This is an optimization exercise on Yosys and OpenROAD, whose aim is small area and a short achievable clock period, not a production implementation.
Function was checked by simulation only, so behaviour that the tests miss may differ from the original.
Power figures rest on the tool's default switching activity, not on a simulated workload.

$ cat flow/design.v
module slave_apb 
  ( input                    PCLK,       
    input                    PRESETn,    
    input                    PSELx,      
    input                    PENABLE,    
    input                    PWRITE,     
    input [8-1:0 ] PADDR,      
    input [8-1:0 ] PWDATA,     
    output reg [8-1:0 ]PRDATA      
  );
  parameter IDLE = 2'd0,SETUP = 2'd1,ENABLE = 2'd2;      
  reg [2 -1 :0] PSTATE,NSTATE;                   
  reg [8 -1 :0 ]SLAVE_MEM[0:2**8 -1];   
  always @ (posedge PCLK or negedge PRESETn)
  begin
    if (!PRESETn)
    PSTATE <= IDLE;
    else
    PSTATE <= NSTATE;
  end
  always @ (PCLK or PSELx or PENABLE or PSTATE )
  begin
    case (PSTATE)
     IDLE : begin
	     if (PSELx == 1'b1 )
             NSTATE = SETUP;
             else
      	     NSTATE = IDLE;
	    end
     SETUP: begin
             NSTATE = ENABLE;
            end
     ENABLE:begin
	     if (PSELx == 1'b1) 
	        NSTATE = SETUP;
	     else 
	        NSTATE = IDLE;
             end 
    default:begin
	     NSTATE = IDLE;
	    end
      endcase	       
  end
  always @ ( posedge PCLK or negedge PRESETn)
  begin
    if (!PRESETn)
       PRDATA <= 0;
    else
    begin	    
    case (PSTATE)
    IDLE  :PRDATA <= 0;
    SETUP :PRDATA <= 0; 
    ENABLE:begin
	   if (PWRITE == 1'b1)
             SLAVE_MEM[PADDR] <= PWDATA;
           else 
             PRDATA <= SLAVE_MEM[PADDR];
           end
    default:begin
	     PRDATA <= 0; 
            end
    endcase
    end
  end
endmodule
$ cat flow/run.sh
#!/bin/bash
# synth_recipe.tcl (not shown) runs the flow's synth.tcl, then flattens the netlist and writes it again
# the make line also repeats each setting of config.mk as NAME=value (left out here)
make -C /OpenROAD-flow-scripts/flow DESIGN_CONFIG=/design/flow/config.mk WORK_HOME=/design/flow/orfs CLKGATE_MAP_FILE= SYNTH_SCRIPT=/design/flow/synth_recipe.tcl finish
$ cat flow/config.mk
export PLATFORM = sky130hd
export DESIGN_NAME = slave_apb
export DESIGN_NICKNAME = slave_apb
export VERILOG_FILES = /design/flow/design.v
export SDC_FILE = /design/flow/constraint.sdc
export NUM_CORES = 4
export LEC_CHECK = 0
export CAP_MARGIN = 20
export CORE_MARGIN = 2
export CORE_UTILIZATION = 50
export SLEW_MARGIN = 20
$ cat flow/constraint.sdc
create_clock -name core_clock -period 5.5 [get_ports {PCLK}]
set_input_delay 1.1000 -clock core_clock [delete_from_list [all_inputs] [get_ports {PCLK}]]
set_output_delay 1.1000 -clock core_clock [all_outputs]
set_load 0.01 [all_outputs]
==> run notes <==
* Status: finished clean
* Syn nets at 4903
* Hold_buf cts at 0
* RSZ-0062 raised after global routing: false
* Total power at 32600 uW
* FP Rows at 145
* WHS at 0.433 ns
* Routability cong. at 1.07
* Main flop type after synthesis: edfxtp_1
* Final Skew at 0.0343 ns
* Placed cell area at 86200 sq um
* Yosys top cell by area: edfxtp_1
* Number of global-route vias before repair at 51.8k
* VDD IR max at 0.000350 V
* Syn avg cell area at 16.1 sq um
* Number of I/O port buffers at 27
* Worst slew pin tran at 1.35 ns
* GRT overflow at 0
* Worst Reg-to-Reg Cells at 9
* Met2 Usage GRT at 64.3%
* Synth top area share at 78.4%
* Antenna-violating nets left at 0
* Crit end category: flip-flop
* Routed len/inst at 50.9 microns
* Logic pwr share at 4.1%
* Critical Path Slowest Stage Cell: nor4_1
* Pwr/cell area at 352 nW/um^2
* Slew Limit Fails at 0
* Global route hottest layer: met2
* Post-synthesis register bit count at 2058
* Clock latency at the later pin of the worst-skew pair at 0.89 ns
* Drt drc at 0
* Root Driver: clkbuf_16
* Post_cts resized at 0
* Core Footprint at 156000 sq um
* Final Instance Area at 92900 sq um
* Largest net degree at the start of global routing at 130
* Fin Setup TNS at 0 ns
* Hold Path Cell Cnt at 1
* Synth Warn # at 2
* Met3 Track Usage GR at 23.9%
* Top post-synthesis cells by area: edfxtp_1, a22oi_1, nand3_1
* Mapped Cells at 4882
* Crit-path max FO at 21
* Final min period at 4.91 ns
* Reg clk slew, reported paths at 0.07 ns
* CTS buffer count at 208
* Ports at 29
* Drt total wl at 391 mm
* Global router's overall resource usage at 48.6%
* Longest Clk Path Bufs at 3
* Highest clock rate at 204 MHz
* 1st-iter DRT viols at 13.3k
* Share of cells above drive strength 1 at 19.4%
* Initial Util at 50.3%
* CP Cell Sequence: buf_2 -> buf_4 -> or4b_2 -> nor2_1 -> a221o_1 -> nor4_1 -> nand4_1 -> nor4_1 -> buf_4 -> a21oi_1
* Sw Share at 22.7%
* H-tree levels at 4
* Initial DRT Pass Iterations at 7
* WS Path Type: in -> reg
* Initial antenna violation count at 50
* Switch Pwr at 7400 uW
* Post-synth cell types at 59
* Clk pwr share at 43.0%
* Syn-to-layout area delta at 18.4%
* CTS tree: built
* HPWL Detailed at 260 mm
* # clock sinks at 2058
* Nets@finish at 5426
* Worst Setup Start Kind: input port
* Critical path data required time at 6.22 ns
* Sequential power share at 52.9%
* Leakage at 0.0290 uW
* Int Pwr at 25200 uW
* Final setup fails at 0
* Die Wd at 400 microns
* Min-delay worst type: reg -> reg
* Slew margin rel. at 9.77%
* Synth async-reset ratio at 0.486%
* Final hold vios at 0
* Die Y at 400 microns
* Post-Synthesis Cell Area at 78400 sq um
* Final worst-path cycle share at 89.3%
* CP max stage delay at 0.87 ns
* EDFF count, synth at 2048
* Post-DR vias/cell at 7.65
* Maxcap violations at 0
* M1 GR Usage at 61.5%
* Critical path arrival at 5.63 ns
* First-pass GRT wire length at 503 mm
* Post-CTS Setup Bufs at 0
* Vias at 58.7k
* Sequential area share after synthesis at 78.7%
* Die ar. at 160000 sq um
per-layer routing:
layer	part of all wire, %	up-vias
met5	0.11	-
met4	9.4	50
met3	18	1537
met2	39	6545
met1	33	29300
li1	-	21200
through the flow:
stage          worst slack (ns)  instances  util (%)
2_1_floorplan              1.76       4882         -
3_3_place_gp              0.128       7253      55.3
3_5_place_dp              0.150       7253      55.3
4_1_cts                    1.03       7644      59.5
5_1_grt                   0.794       7646      59.5
6_report                  0.588       7674      59.5
critical path: cells and delay by family:
kind	cells	cell delay (ns)
AOI/OAI and AO/OA	2	0.48
buffers and inverters	3	1.11
and+or+nand+nor	5	2.88
state kept, by name (all words and copies together), names as in the netlist:
| register | cells |
|---|---|
| PRDATA | 8 |
| PSTATE | 2 |
| SLAVE_MEM | 2048 |
path summary, 6_finish.rpt:
path / from / end / slack, ns
max: PADDR[4] / PRDATA[6] / 0.59
min: PSTATE[1] / PSTATE[1] / 0.43
max reg2reg: PSTATE[1] / PRDATA[6] / 1.85
min reg2reg: PSTATE[1] / PSTATE[1] / 0.43
max in group asynchronous: PRESETn / PRDATA[0] / 4.39
min in group asynchronous: PRESETn / PRDATA[6] / 0.54
placed cells by master, fill, tap and decap left out, drive strengths merged, types with 99 or more instances in the layout:
cell,instances
edfxtp,2048
buf,703
nand3,556
a22oi,428
clkbuf,272
nor2,255
nand4,176
o22ai,139
a21oi,126
a32oi,119
nor3,100
nand2,99
final cells by class:
class,instances,area [sq um]
clock inverter,119,1060
timing repair buffer,715,6390
antenna,30,75.1
multi-input combinational,2421,15500
sequential,2058,61700
clock buffer,272,5500
tap,2058,2570
fill,11800,63200
inverter,1,3.75
power by group through the flow:
| stage | Sequential, uW | Combinational, uW | Clock, uW |
|---|---|---|---|
| after floorplan | 17600 | 362 | 0 |
| after global placement | 17600 | 1240 | 0 |
| after detailed placement | 17600 | 1260 | 0 |
| after CTS | 17300 | 1260 | 13900 |
| after global routing | 17300 | 1300 | 14500 |
| final | 17300 | 1350 | 14000 |
kinds of logic after synthesis:
kind of cell    count (synthesis)  share of synthesized area, %
flops                        2058                          78.7
mux                             2                        0.0255
buf+inv                       403                          2.29
compound gates               1002                          9.43
simple gates                 1417                          9.53
synth_stat cells (3+ instances only):
master	instances
edfxtp_1	2048
nand3_1	556
a22oi_1	427
nor2_1	255
nand4_1	176
clkbuf_1	153
o22ai_1	139
buf_2	138
a21oi_1	126
a32oi_1	119
nor3_1	100
nand2_1	99
buf_1	89
nor4_1	85
a22o_1	70
a221oi_1	36
or4_1	31
and3_1	25
a222oi_1	18
o211ai_1	18
buf_4	12
and4_1	11
nor4bb_1	11
a32o_1	10
dfrtp_1	10
nand2b_1	10
a2111oi_0	9
buf_6	9
nand4bb_1	9
o21ai_0	9
o311ai_0	8
or4b_2	8
nand4b_1	7
and4b_1	6
nor4b_1	5
a31oi_1	4
nor2b_1	4
nor4b_2	3
or4bb_1	3

[re-timing with driven ports]
Ports are ideal in the flow. The routed layout listed here was re-timed in OpenROAD.
Step 1, drivers: a clkbuf_16 drives PCLK and a buf_2 each remaining input, both assumed.
Step 2 times the ports against the registers' clock, not the clock port: input delays grow and output delays shrink by t, the midpoint of the rising clock arrivals with the driver on.
Three values: ideal ports, drivers, drivers and shift; two values: the first two.
t (ns): 0.951
slack for setup (ns): 0.588 / 0.640 / -0.311
worst setup path after step 2: input to register
latest minus earliest clock arrival (ns): 0.042 / 0.043
worst data-port slew with drivers (ns): 0.05
Met with ideal ports but missed after step 2: setup timing in this run. The setup slack of this run moves by +0.052 ns with the drivers and by -0.899 ns with both steps.
